What follows belongs to an exercise in optimizing a design on an open flow for small area, a short achievable clock period and few clock cycles; a production flow would make more cautious choices. In this exercise RTL edits were held to simulation tests only and were not proved equivalent to the original. Power and IR drop assume default switching activity.

## lane 1
// isb350c
module isb350c(input clk, input rst,
    output fetchEnable, output [15:0]fetchAddr,
    input fetchReady, input [15:0]fetchData,
    output loadEnable, output [15:0]loadAddr,
    input loadReady, input [15:0]loadData,
    output done, output [255:0]regs_out);
    localparam K_NONE = 2'd0, K_INSTR = 2'd1, K_DATA = 2'd2;
    reg [9:0]faddr;
    reg [1:0]fkind;
    reg [3:0]ftgt;
    reg [9:0]lpc;           
    reg lx;                 
    reg jv;                 
    reg [9:0]jpc, jtgt;
    reg [9:0]apc;
    reg [1:0]akind;
    reg [3:0]atgt;
    reg irv;                
    reg irl;                
    reg [15:0]ir;
    reg [9:0]irpc;
    reg [3:0]irt;
    reg e2v;                
    reg e2w;                
    reg e2ld, e2jeq, e2hlt;
    reg [3:0]e2rt;
    reg [15:0]va, vb;
    reg [9:0]e2tgt;         
    reg halted;
    reg done_r;
    reg [15:0]r[0:15];
    wire [15:0]sum = va + vb;
    wire e2we = e2w;
    wire e2redir = e2v && e2jeq && va == vb;
    wire e2load = e2v && e2ld;
    wire e2halt = e2v && e2hlt;
    wire stop = halted || e2halt;
    wire [2:0]op = ir[14:12];
    wire [3:0]ra = ir[11:8];
    wire [3:0]rb = ir[7:4];
    wire [3:0]rt = ir[3:0];
    wire is_imm = op == 3'd0 || op == 3'd4;    
    wire rd_ab = op == 3'd1 || op == 3'd5 || op == 3'd6;    
    wire wr_t = op == 3'd0 || op == 3'd1;     
    wire p2 = e2load;
    wire pf = fkind == K_DATA;
    wire pa = akind == K_DATA;
    function pend(input [3:0]x);
        pend = (p2 && e2rt == x) || (pf && ftgt == x) || (pa && atgt == x);
    endfunction
    wire hazard = (rd_ab && (pend(ra) || pend(rb))) || (wr_t && pend(rt));
    wire e1ok = irv && !e2redir && !stop;
    wire e1replay = e1ok && hazard;
    wire e1go = e1ok && !hazard;
    wire fwd_a = e2we && e2rt == ra;
    wire fwd_b = e2we && e2rt == rb;
    wire [15:0]rva = fwd_a ? sum : r[ra];
    wire [15:0]rvb = fwd_b ? sum : r[rb];
    wire aok = akind == K_INSTR && !e2redir && !e1replay && !stop;
    wire djmp = aok && fetchData[14:12] == 3'd2;
    wire [9:0]jtarget = fetchData[9:0];
    wire kill = e2redir || e1replay || djmp || stop;
    reg rst_r;
    always @(posedge clk) rst_r <= rst;
    wire [15:0]wdr = rst_r ? 16'h0000 : sum;
  ...
Size: about 1,500 cells after synthesis, roughly 330 I/O pins.
==> flow/config.mk <==
export PLATFORM = sky130hd
export DESIGN_NAME = isb350c
export DESIGN_NICKNAME = isb350c
export VERILOG_FILES = /design/flow/design.v
export SDC_FILE = /design/flow/constraint.sdc
export NUM_CORES = 4
export LEC_CHECK = 0
export CAP_MARGIN = 20
export CORE_MARGIN = 2
export CORE_UTILIZATION = 45
export CTS_CLUSTER_DIAMETER = 80
export CTS_CLUSTER_SIZE = 30
export SLEW_MARGIN = 20
export TNS_END_PERCENT = 0
==> flow/constraint.sdc <==
create_clock -name core_clock -period 12.0 [get_ports {clk}]
set_input_delay 2.4000 -clock core_clock [delete_from_list [all_inputs] [get_ports {clk}]]
set_output_delay 2.4000 -clock core_clock [all_outputs]
set_load 0.01 [all_outputs]
standard.sh (not shown) runs the stock make flow with config.mk's settings and CLKGATE_MAP_FILE= SYNTH_SCRIPT=/design/flow/synth_recipe.tcl, a recipe that flattens the netlist after the stock synthesis.
==> flow/flow/run.sh <==
#!/bin/bash
export SETUP_SLACK_MARGIN=8.5
export BUFFER_PORTS_ARGS="-buffer_cell sky130_fd_sc_hd__buf_1"
bash standard.sh > standard.log 2>&1
Testbench counts of lane 1, summed over its fixed seeds: cycles 18,133.
[inputs] lane 2 vs lane 1
- CORE_UTILIZATION: 45 -> 60
- CTS_CLUSTER_DIAMETER: 80 -> 60
==> comparison <==
Lane 2 vs lane 1, via count of the first global-routing pass went down by 49.
Status: fraction of standard cell area that is sequential parity (lane 1, lane 2)
In lane 2, the post-synthesis to final-layout area growth came out 0.20 points below the value in lane 1.
Of lane 1 and lane 2, lane 1 shows the lower number of diodes, with lane 2 above it.
Lower normalized max-slew margin was reported by lane 2, not lane 1.
Total placed cells including tap cells (lane 2 vs. lane 1) decreases by a few percent
For worst hold slack, lane 1 and lane 2 come out practically identical.
NOTE: total number of vias in lane 2 exceeds that of lane 1
Status: total sequential power parity (lane 2, lane 1)
Switching power summed over all nets sits higher in lane 2 than in lane 1.
Input-level comparison between lane 3 and lane 2:
- CORE_UTILIZATION changed from 60 to 50
- CTS_CLUSTER_DIAMETER changed from 60 to 80
[summary]
- Diff lane 3 and lane 2: worst-case setup margin in the final layout higher in lane 2
- Comparing lane 3 and lane 2, the higher switching part of the total was measured on lane 2.
- In the flow results for lane 3 and lane 2, the clock network fraction of design power is smaller on lane 3.
Inputs modified between lane 3 and lane 4:
- swapping 50 for 40 in CORE_UTILIZATION
- swapping 80 for 100 in CTS_CLUSTER_DIAMETER
Results
- Lane 4 vs. lane 3: net switching power of the design -0.053 mW, via count -220, share of the clock period used by the worst path +0.17 points, global routing usage on met1 -9.7 points, die area +about 24%.
- Area of the multi-input gates of lane 4 is on par with lane 3.
- Of lane 4 and lane 3, the run reporting the higher utilization was lane 3.
Changes in lane 5 relative to lane 4:
- CORE_UTILIZATION: 40 -> 45
==> flow/flow/run.sh <==
#!/bin/bash
export SETUP_SLACK_MARGIN=8.8
export BUFFER_PORTS_ARGS="-buffer_cell sky130_fd_sc_hd__buf_1"
bash standard.sh > standard.log 2>&1
Notes after the runs:
NOTE design area lane 4->lane 5 increased slightly
Lane 5: cell row count 5 below lane 4
Comparing lane 5 and lane 4, met3 wire length is lower on lane 4.
The higher post-route worst hold slack of lane 5 and lane 4 is in lane 5.
Data arrival time of the critical path ends up higher on lane 4.
Maximum frequency sits higher in lane 5 than in lane 4.
Combinational power up about 2% in lane 5 wrt lane 4
| non-clock buffer count | higher: lane 5 |
Taking lane 4 as the reference, in lane 5 via count flat; total wire length down 1.0 mm.

==> what the ideal ports hide <==
Ports are ideal in the flow. The routed layouts listed here were re-timed in OpenROAD.
Step 1: set_driving_cell puts a clkbuf_16 on clk and a buf_2 on each other input, an assumption about the parent block.
Step 2 times the ports against the registers' clock, not the clock port: input delays grow and output delays shrink by t, the midpoint of the rising clock arrivals with the driver on.
Slacks: ideal ports / drivers / drivers and shift; pairs: ideal ports / drivers.
run | t, ns | setup WS [ns] | hold WS [ns] | worst data-port slew with drivers (ns)
lane 1 | 0.651 | 8.302 / 8.246 / 7.741 | 0.353 / 0.353 / 0.353 | 0.05
lane 2 | 0.653 | 8.315 / 8.261 / 7.845 | 0.353 / 0.353 / 0.353 | 0.03
lane 3 | 0.637 | 8.306 / 8.251 / 7.748 | 0.353 / 0.353 / 0.353 | 0.03
lane 4 | 0.616 | 8.285 / 8.226 / 7.755 | 0.330 / 0.330 / 0.330 | 0.05
lane 5 | 0.604 | 8.360 / 8.304 / 7.889 | 0.355 / 0.355 / 0.355 | 0.04
After both steps setup and hold are still met in every run listed. For lane 1, which loses most, drivers alone change the setup slack by -0.056 ns; drivers and shift together by -0.561 ns.
